Source: an optimization exercise on an open RTL-to-GDS flow (aim: small area and a short achievable clock period). Production flows keep margins and buffers that such runs may drop.
Only simulation tests tie the RTL to the original design; equivalence was not proved.
Power figures rest on the tool's default switching activity, not on a simulated workload.

==> design.v <==
`timescale 1ns / 1ps
module testAdd(a_1,b_1,sum_1);
	input [63:0] a_1;
	input [63:0] b_1;
	output [63:0] sum_1;
	Add #(.WIDTH(64)) Add_1(a_1,b_1,sum_1);
endmodule
module Add #(parameter WIDTH = 64)(a,b,sum);
input [WIDTH-1:0] a;
input [WIDTH-1:0] b;
output [WIDTH-1:0] sum;
assign{sum} = b + a;
endmodule  
`timescale 1ns / 1ps
module testSub(a_1,b_1,diff_1);
	input [31:0] a_1;
	input [31:0] b_1;
	output [31:0] diff_1;
	Sub #(.WIDTH(32)) Sub_1(a_1,b_1,diff_1);
	endmodule
module Sub #(parameter WIDTH = 32) (a,b,diff);
input [WIDTH - 1: 0] a;
input [WIDTH - 1: 0] b;
output [WIDTH - 1: 0] diff;
	assign{diff} = a - b;
endmodule  
`timescale 1ns / 1ps
module testComp(a_1,b_1,eq_1,lt_1,gt_1);
	input [63:0] a_1;
	input [63:0] b_1;
	output    eq_1;
	output    lt_1;
	output    gt_1;
	Comp #(.WIDTH(64)) Comp_1(a_1,b_1,eq_1,lt_1,gt_1);
endmodule
module Comp #(parameter WIDTH = 64) (a, b, eq, lt, gt);
input [WIDTH - 1:0] a;
input [WIDTH - 1:0] b;
output reg   eq;
output reg   lt;
output reg   gt;
    always @* begin
      if (a<b) begin
        eq = 0;
        lt = 1;
        gt = 0;
      end
      else if (a==b) begin
        eq = 1;
        lt = 0;
        gt = 0;
      end
      else begin
        eq = 0;
        lt = 0;
        gt = 1;
      end
    end
endmodule  
`timescale 1ns / 1ps
module testMux2x1(a_1,b_1,sel_1,d_1);
	input [63:0] a_1;
	input [63:0] b_1;
	input [63:0] sel_1;
	output [63:0] d_1;
	Mux2x1 #(.WIDTH(64)) Mux2x1_1(a_1,b_1,sel_1,d_1);
endmodule
 module Mux2x1 #(parameter WIDTH = 64) (a, b, sel, d);
 input [WIDTH - 1: 0] a; 
 input [WIDTH - 1: 0] b;
 input [WIDTH - 1: 0] sel;
 output [WIDTH - 1: 0] d;
 reg [WIDTH - 1: 0] d;
 always @(a or b or sel)
 if (sel == 1'b0)
 d = a;
 else
 d = b;
 endmodule  
`timescale 1ns / 1ps
module testReg(d_1,Clk,Rst,q_1);
	input Clk;
	input Rst;
	input [31:0] d_1;
	output [31:0] q_1;
	Reg #(.WIDTH(32)) Reg_1(d_1,Clk,Rst,q_1);
endmodule
module Reg #(parameter WIDTH = 32)(d,Clk,Rst,q);
input Clk;
input Rst;
input [WIDTH-1:0] d;
output reg [WIDTH-1:0] q;
 always @(posedge Clk) begin
 if(Rst == 0)begin
 q <= d;
end
end
endmodule  
`timescale 1ns / 1ps
module testSHL(a_1,sh_amt_1,d_1);
	input [1:0] a_1;
	input [1:0] sh_amt_1;
	output [1:0] d_1;
	SHL #(.WIDTH(2)) SHL_1(a_1,sh_amt_1,d_1);
endmodule
module SHL #(parameter WIDTH = 2) (a,sh_amt,d);
input [WIDTH-1 : 0] a;
input [WIDTH-1 : 0] sh_amt;
output [WIDTH-1 : 0] d;
    assign d = {a<<sh_amt};
	endmodule  
`timescale 1ns / 1ps
module testSHR(a_1,sh_amt_1,d_1);
	input [1:0] a_1;
	input [1:0] sh_amt_1;
	output [1:0] d_1;
	SHR #(.WIDTH(2)) SHR_1(a_1,sh_amt_1,d_1);
endmodule
module SHR #(parameter WIDTH = 2) (a,sh_amt,d);
input [WIDTH-1 : 0] a;
input [WIDTH-1 : 0] sh_amt;
output [WIDTH-1 : 0] d;
    assign d = {a>>sh_amt};
	endmodule  
`timescale 1ns / 1ps
module CircuitTest (a,b,c,z,x,clk,rst);
input [63:0] a, b, c;
input clk,rst;
output [31:0] z, x;
wire [63:0] d, e, f, g, h;			
wire dLTe, dEQe, dGTe; 
wire [63:0] xrin, zrin;
wire [63:0] greg, hreg;
Add #(.WIDTH(64)) Add_1(a,b,d);
Add #(.WIDTH(64)) Add_2(a,c,e);
Sub #(.WIDTH(64)) Sub_1(a,b,f);
Comp #(.WIDTH(64)) Comp_1(d,e,dEQe,dLTe,dGTe);
Mux2x1 #(.WIDTH(64)) Mux2x1_1(d,e,dLTe,g);
Mux2x1 #(.WIDTH(64)) Mux2x1_2(g,f,dEQe,h);
Reg #(.WIDTH(64)) Reg_1(g,clk,rst,greg);
Reg #(.WIDTH(64)) Reg_2(h,clk,rst,hreg);
SHL #(.WIDTH(64)) SHL_1(hreg,dLTe,xrin);
SHR #(.WIDTH(64)) SHR_1(greg,dEQe,zrin);
Reg #(.WIDTH(64)) Reg_3(xrin[31:0],clk,rst,x);
Reg #(.WIDTH(64)) Reg_4(zrin[31:0],clk,rst,z);
endmodule
==> run.sh <==
#!/bin/bash
# synth_recipe.tcl (not shown) runs the flow's synth.tcl, then flattens the netlist and writes it again
# the make line also repeats each setting of config.mk as NAME=value (left out here)
make -C /OpenROAD-flow-scripts/flow DESIGN_CONFIG=/design/flow/config.mk WORK_HOME=/design/flow/orfs CLKGATE_MAP_FILE= SYNTH_SCRIPT=/design/flow/synth_recipe.tcl finish
==> config.mk <==
export PLATFORM = sky130hd
export DESIGN_NAME = CircuitTest
export DESIGN_NICKNAME = CircuitTest
export VERILOG_FILES = /design/flow/design.v
export SDC_FILE = /design/flow/constraint.sdc
export NUM_CORES = 4
export LEC_CHECK = 0
export CAP_MARGIN = 20
export CORE_MARGIN = 2
export CORE_UTILIZATION = 40
export SLEW_MARGIN = 20
==> constraint.sdc <==
create_clock -name core_clock -period 7.5 [get_ports {clk}]
set_input_delay 1.5000 -clock core_clock [delete_from_list [all_inputs] [get_ports {clk}]]
set_output_delay 1.5000 -clock core_clock [all_outputs]
set_load 0.01 [all_outputs]
==> run summary <==
[state kept, by name (all words and copies together), names as in the netlist]
name and cells:
Reg_2.q 32, Reg_1.q 33, Reg_4.q 32, Reg_3.q 32
[power by group through the flow]
stage	Clock (mW)	Combinational, mW	Sequential [mW]
floorplan	0	1.31	1.24
global placement	0	2.29	1.22
detailed placement	0	2.33	1.22
CTS	0.886	2.36	1.21
global route	0.915	2.66	1.24
finish	0.872	2.44	1.21
[how the worst max path moves through the flow]
stage	from	slack (ps)	cells past startpoint	to
2_1_floorplan	a[0]	440	25	Reg_2.q[17]
3_3_place_gp	a[0]	-730	30	Reg_4.q[1]
3_5_place_dp	a[0]	-830	30	Reg_4.q[15]
4_1_cts	a[0]	4	30	Reg_2.q[23]
5_1_grt	a[33]	-4	24	Reg_2.q[12]
6_report	c[0]	160	28	Reg_2.q[12]
[repair_timing]
item	in CTS	in global routing
endpoints found under the setup margin	129	129
pin swaps	4	42
resized for setup	17	70
buffers inserted	2	8
gates cloned	0	4
[logic make-up (layout without fill, tap and decap cells)]
family | Yosys count | count (layout) | share of synthesized area, %
flip-flops | 129 | 129 | 24.7
buffers and inverters | 172 | 737 | 4.46
multiplexers | 57 | 57 | 4.04
AND/OR/NAND/NOR | 537 | 537 | 16.3
adder cells (fa/ha/maj) | 224 | 224 | 18.0
AO/OA/AOI/OAI | 590 | 590 | 24.3
XOR/XNOR | 148 | 148 | 8.26
[metal layers]
layer	wire length [um]	part of all wire (%)	vias up
li1	-	-	7931
met1	26600	48	7427
met2	24300	44	478
met3	3260	5.9	73
met4	1150	2.1	8
met5	57	0.10	-
[layout make-up]
type	count	area share, %
Clock buffer	26	2.82
Sequential cell	129	17.3
Inverter	101	1.71
Multi-Input combinational cell	1556	51.3
Tap cell	518	2.90
Clock inverter	5	0.106
Timing Repair Buffer	605	23.8
[tightest hold or removal path: cells and delay by family, from the launching register on]
family / cells / cell delay (ps)
DFF: 1 / 320
and+or+nand+nor: 2 / 90
[cells in the final DEF (no fill, tap or decap), types with 24 or more instances in the layout]
master,instances
a21o_1,85
buf_4,337
nand2_1,201
mux2_2,48
inv_1,99
clkbuf_16,28
nor3_1,29
xor2_1,54
edfxtp_1,129
nand3_1,32
xnor2_1,94
nand4_1,24
clkdlybuf4s50_1,248
ha_1,219
a21oi_1,192
nor2_1,111
o21ai_0,106
nor2b_1,29
[per-stage QoR]
stage,hold slack (ps),worst slack [ps],TNS (ps),util [%],instance area [um^2]
CTS,507,3.59,0,56.7,21900
detailed placement,509,-831,-94650,54.8,21200
global placement,513,-731,-83250,54.8,21200
finish,503,159,0,57.8,22300
global route,542,-3.94,-6.62,57.8,22300
floorplan,491,443,0,-,15700
==> run summary <==
final worst path period share = 97.9%
count of placed standard cells in the final layout, fillers left out = 2,940
starting utilization of the core area = 40.6%
largest cells by area after synthesis = edfxtp_1 25%, ha_1 18%, a21oi_1 6.2%
top achievable clock speed = 0.136 GHz
pin count of the biggest net entering global routing = 86
P_leak = 10.1 nW
kind of path behind the tightest hold check = register to register
Post-route DRC = 0
Routed Wire Length = 55,400 um
required time reported for the critical path endpoint = 7690 ps
synthesized cell area = 0.0157 mm^2
Critical Path Max Stage Delay = 460 ps
Post-synth EDFFs = 129
dpl cells = 2,895
number of antenna violations at the first check in global routing = 4
Core Rows = 72
cts bufs inserted = 25
half-perimeter wire length after placement = 47,800 um
met1 Use GR = 38.2%
worst-path cell with the longest stage delay = clkdlybuf4s50_1
syn_nets = 2,275
count of warnings emitted by yosys = 11
top cell type by total area after synthesis = edfxtp_1
post-cts hold buffer count = 0
number of placed I/O pins = 258
proportion of synthesized chip area in sequential cells = 24.7%
PwrDens = 202 mW/mm^2
max-cap violations = 0
internal power of the cells = 2.91 mW
top-count cell post-synth = ha_1
Most used DFF post-synth = edfxtp_1
kind of critical path = primary input to register
share of final-layout standard cells stronger than drive strength 1 = 21.0%
proportion of power drawn by combinational gates = 53.9%
reg-to-reg setup timing slack = 6550 ps
wire length of the first global-routing pass = 84,500 um
sinks on the clock net = 129
critical path's top delay family = simple AND/OR/NAND/NOR gates
leftover overflow at the end of global routing = 0
number of buffers on the longest clock path = 3
total net switching power = 1.60 mW
area used by sequential logic in the layout = 0.00387 mm^2
drt first pass iters = 6
startpoint of the most critical register-to-register path = Reg_2.q[24]
Synth top area share = 24.7%
minimum period implied by the final worst setup slack = 7340 ps
path depth of the worst reg2reg path = 1
largest fanout on the critical path = 5
Final nets = 2,836
area added between synthesis and finish = 42.4%
area of combinational cells with multiple inputs = 0.0114 mm^2
Hold Path Stages = 2
clock slew at reported path FFs = 50 ps
vias per inst = 5.41
root buf cell = clkbuf_16
clock tree from TritonCTS = yes
CP arrival = 7530 ps
outcome = complete, no violations
count of H-tree levels built during CTS = 4
flops & latches, synth = 129
post-synth cell types = 79
x dimension of the die = 202 um
Final setup violation count = 0
RR Endpoint = Reg_3.q[24]
sequential share of power = 26.8%
die area = 0.0408 mm^2
power share of the clock group = 19.3%
met2 track demand over resource in global routing = 41.7%
die height = 202 um
via count = 15,917
overall fraction of global-route tracks in use = 26.3%
number of fillers in the final layout = 3,455
antenna cell count = 0
met3 track demand over resource in global routing = 2.89%
global placer's final weighted congestion = 0.992
number of endpoints with negative hold slack in the final report = 0
number of buffers added on ports = 257
crit path buf inv count = 5
transition time of the tightest slew-check pin = 984 ps
clock latency at the later pin of the worst-skew pair = 450 ps
worst clock skew = 17.0 ps
element type at the critical path start = primary input
Antenna Nets Post-Route = 0
post-synthesis average cell area = 8.45 um^2
Switching Fraction = 35.5%
layer with the highest usage = met2
hold wc startpoint = Reg_1.q[32]
number of max-slew violations in the final report = 0
Final Power = 4.52 mW
Critical Path End Type = register
1st-iter DRT viols = 1,064
routed wire length per instance = 18.8 um
Max-Slew Margin vs Limit = 34.4%
via count of the first global-routing pass = 15,516
share of flip-flops with an asynchronous set or reset after synthesis = 0%
worst voltage drop across the vdd grid = 0.153 mV
core area = 0.0386 mm^2
cell count after synthesis = 1,857
most frequent cells after synthesis = 221 x ha_1, 201 x nand2_1, 195 x a21oi_1
Worst Hold Endpoint = Reg_4.q[31]

static timing again, ports no longer ideal:
Ports are ideal in the flow. The routed layout listed here was re-timed in OpenROAD. Step 1 assumes that a clkbuf_16 drives the clock port and a buf_2 every other input. Step 2 also shifts input and output timing later by t, the mid clock arrival at the registers, as if the neighbouring blocks saw the same clock. Slacks: ideal / step 1 / step 2; pairs: ideal / step 1.
shift t [ns]: 0.483
setup WS [ns]: 0.159 / 0.165 / -0.319
latest minus earliest clock arrival (ns): 0.017 / 0.017
worst data-port slew with drivers (ns): 0.09
cell pins on the clock port's net: 1
Met with ideal ports but missed after step 2: setup timing in this run. The setup slack of this run moves by +0.006 ns with the drivers and by -0.478 ns with both steps.
